This design comes from an exercise in tuning for small area and a short achievable clock period on the open sky130 flow, not from production work.
Only simulation tests tie the RTL to the original design; equivalence was not proved.

Design ex2_1, start of the top module:
module ex2_1 (
	      input 		  clk, rst, validi,
	      input [31:0] 	  data_in,
	      output logic 	  valido,
	      output logic [31:0] data_out
	      );
clock: 8.0 ns
lec_check: 0
cap_margin: 20
core_margin: 2
core_utilization: 40
setup_slack_margin: 4.0
slew_margin: 20
synth_hierarchical: 1
tns_end_percent: 0
run.sh (not shown) runs the stock make flow with config.mk's settings and CLKGATE_MAP_FILE= SYNTH_SCRIPT=/design/flow/synth_recipe.tcl, a recipe that flattens the netlist after the stock synthesis.
Change:
- SETUP_SLACK_MARGIN: 4.0 -> 4.5
- TNS_END_PERCENT: 0 -> default
Effect:
- register-to-register slack got worse by 0.06 ns
- worst setup slack got worse by 0.012 ns
- via count rises by 6.2%
- wire length rises by 12%
- core utilization rises by 6.7 points
Change:
- CORE_UTILIZATION: 40 -> 55
- SETUP_SLACK_MARGIN: 4.5 -> 4.4
- TNS_END_PERCENT: default -> 0
After rerunning: The new run finished with timing, DRC and antenna clean; non-clock buffer count is lower by 83; synthesized cell count is unchanged; fmax shrinks by 0.50%; global-route usage is higher by 7.5 points; cell count fell by 11%; wire length drops by 9.5%; area after synthesis stays the same; first-iteration DRC count grows by 2.5%.
Change:
- CORE_UTILIZATION: 55 -> 40
=> Count of clock-buffer cells in the layout grows by 1. Clock skew stays flat. Via count shrinks by 0.95%. Sequential share of layout area shrinks by 0.30 points. Non-clock buffer count grows by 11. Area after synthesis stays the same. Wire length shrinks by 1.4%. Setup slack gets better by 0.035 ns.
Change:
- CORE_UTILIZATION: 40 -> 70
After rerunning:
- The new run produced a clean layout
- non-clock buffer count fell by 18
- via count goes up by a few percent
- wire length rises by a few percent
- critical path depth climbs by 4
- area after synthesis stays the same
- global-route usage went up by 20 points
- sequential cell count does not change

* * *

Setup of nickel:
Another version of the RTL of ex2_1 (not shown whole).
Size: roughly 1500 cells after synthesis, roughly 68 I/O pins, about 0.016 mm^2 of cells after synthesis.
Design ex2_1, start of the top module:
module ex2_1 (
	      input 		  clk, rst, validi,
	      input [31:0] 	  data_in,
	      output logic 	  valido,
	      output logic [31:0] data_out
	      );
==> flow/config.mk <==
export PLATFORM = sky130hd
export DESIGN_NAME = ex2_1
export DESIGN_NICKNAME = ex2_1
export VERILOG_FILES = /design/flow/design.v
export SDC_FILE = /design/flow/constraint.sdc
export NUM_CORES = 4
export LEC_CHECK = 0
export CAP_MARGIN = 20
export CORE_MARGIN = 2
export CORE_UTILIZATION = 40
export SETUP_SLACK_MARGIN = 4.4
export SLEW_MARGIN = 20
export SYNTH_HIERARCHICAL = 1
export TNS_END_PERCENT = 0
==> flow/constraint.sdc <==
create_clock -name core_clock -period 8.0 [get_ports {clk}]
set_input_delay 1.6000 -clock core_clock [delete_from_list [all_inputs] [get_ports {clk}]]
set_output_delay 1.6000 -clock core_clock [all_outputs]
set_load 0.01 [all_outputs]
standard.sh (not shown) runs the stock make flow with config.mk's settings and CLKGATE_MAP_FILE= SYNTH_SCRIPT=/design/flow/synth_recipe.tcl, a recipe that flattens the netlist after the stock synthesis.
==> flow/flow/run.sh <==
#!/bin/bash
# The standard layout, except that the port buffers are plain buf_2 cells rather
# than the delay cells buffer_ports picks by default. make's full output goes to flow_make.log.
set -euo pipefail
bash standard.sh "BUFFER_PORTS_ARGS=-buffer_cell sky130_fd_sc_hd__buf_2" finish > flow_make.log 2>&1
The following lists how cedar was set up differently from nickel:
Settings: swapping 40 for 50 in CORE_UTILIZATION.
==> comparison <==
- The sequential share of layout area of cedar and that of nickel are within noise of each other.
- Final clock period utilization by the worst path in cedar is 0.63 points higher than in nickel
- Looking at effective utilization at floorplan, cedar sits 10 points higher than nickel does.

* * *

harbor:
ex2_1, a different RTL version from the one above (not shown whole).
For scale: ~1500 cells after synthesis, roughly 68 I/O pins, roughly 16000 um2 of cells after synthesis.
export LEC_CHECK = 0
export CAP_MARGIN = 20
export CORE_MARGIN = 2
export CORE_UTILIZATION = 40
export SETUP_SLACK_MARGIN = 4.4
export SLEW_MARGIN = 20
export SYNTH_HIERARCHICAL = 1
export TNS_END_PERCENT = 0
create_clock -name core_clock -period 8.0 [get_ports {clk}]
Scripts as last shown in full above: flow/flow/run.sh
Relative to harbor, the following input files were edited for onyx:
- SETUP_SLACK_MARGIN: 4.4 -> 4.6
### Flow results
Between onyx and harbor, sequential share of layout area is lower for onyx, harbor comes in above that. onyx vs. harbor: area growth from synthesis to layout up 1.5 points, first-pass iteration count of the detailed router up 1. Comparing the two runs side by side, onyx comes out behind harbor on routed wire length. The run showing the greater number of cells on the critical path is harbor. Fraction of the cycle the final worst path needs was lower in the run labelled onyx.

* * *

ex2_1, a different RTL version from the one above (not shown whole).
For scale: about 16000 um^2 of cells after synthesis.
clock: 8.0 ns
lec_check: 0
cap_margin: 20
core_margin: 2
core_utilization: 40
setup_slack_margin: 4.2
slew_margin: 20
synth_hierarchical: 1
tns_end_percent: 0
Scripts as last shown in full above: flow/flow/run.sh
Change:
Settings changed: GPL_ROUTABILITY_DRIVEN set to 0, PLACE_DENSITY set to 0.8, SETUP_SLACK_MARGIN 4.2 to 4.4.
The new run went through all stages and came out clean.
Non-clock buffer count is lower by 3.
Via count is higher by 1.4%.
Global-route usage is lower by 1.2 points.
Setup slack is better by 0.011 ns.
Routed wire length is lower by 4.7%.
Change:
Settings changed: GPL_ROUTABILITY_DRIVEN 0 to not set, PLACE_DENSITY 0.8 to not set.
Die area is unchanged.
Worst setup slack improved by 0.084 ns.
Global-route usage rose by 1.8 points.
Worst hold slack improved by 0.0037 ns.
Register-to-register slack improved by 0.10 ns.
Synthesized area stays the same.
Change:
==> flow/flow/run.sh (replaced) <==
#!/bin/bash
# The standard layout, with two changes: the port buffers are plain buf_2 cells rather
# than the delay cells buffer_ports picks by default, and timing repair may resize a cell to
# any drive strength (MATCH_CELL_FOOTPRINT=0), not only to cells of the same footprint.
# make's full output goes to flow_make.log.
set -euo pipefail
bash standard.sh "BUFFER_PORTS_ARGS=-buffer_cell sky130_fd_sc_hd__buf_2" MATCH_CELL_FOOTPRINT=0 finish > flow_make.log 2>&1
After rerunning: Worst setup slack is worse by 0.015 ns. Wire length barely changes. Cell count stays flat. Flip-flop and latch count is unchanged. Sequential share of layout area barely changes.
Change:
Settings changed: SETUP_SLACK_MARGIN 4.4 to 4.8.
Wire length is unchanged.
Utilization stays the same.
First-iteration DRC count stays the same.
Count of clock-buffer cells in the layout does not change.
Clock skew does not change.
Register-to-register slack hardly moves.

==> port drivers added, routing unchanged <==
How much do the figures lean on ideal ports? The routed layouts below were timed once more, with nothing changed but the port constraints.
Step 1, drivers: a clkbuf_16 drives clk and a buf_2 each remaining input, both assumed.
Step 2 moves the port delays by t, midway between the first and last clock arrival at a register: inputs arrive t later, outputs are due t later. That takes back most of the time a late clock gives input paths.
a / b / c = no drivers / after step 1 / after step 2; a / b = the first two.
run	t, ns	setup WS [ns]	worst register clock-pin slew, ns
the first run of note 1	0.492	3.954 / 3.982 / 3.490	0.08 / 0.08
the second run of note 1	0.493	3.942 / 3.958 / 3.465	0.08 / 0.08
the third run of note 1	0.484	3.921 / 3.938 / 3.454	0.08 / 0.08
the fourth run of note 1	0.495	3.957 / 3.989 / 3.494	0.08 / 0.08
the fifth run of note 1	0.499	3.873 / 3.877 / 3.377	0.08 / 0.08
nickel	0.518	4.424 / 4.424 / 3.948	0.07 / 0.07
cedar	0.504	4.374 / 4.402 / 3.898	0.07 / 0.07
harbor	0.514	4.434 / 4.434 / 3.945	0.07 / 0.07
onyx	0.512	4.514 / 4.539 / 4.026	0.07 / 0.07
the first run of note 4	0.502	4.222 / 4.252 / 3.750	0.08 / 0.08
the second run of note 4	0.512	4.233 / 4.241 / 3.753	0.07 / 0.07
the third run of note 4	0.503	4.317 / 4.337 / 3.843	0.08 / 0.08
the fourth run of note 4	0.506	4.302 / 4.310 / 3.817	0.07 / 0.07
the fifth run of note 4	0.506	4.302 / 4.310 / 3.817	0.07 / 0.07
After both steps every run listed still meets setup and hold. For the fifth run of note 1, which loses most, drivers alone change the setup slack by +0.004 ns; drivers and shift together by -0.496 ns.
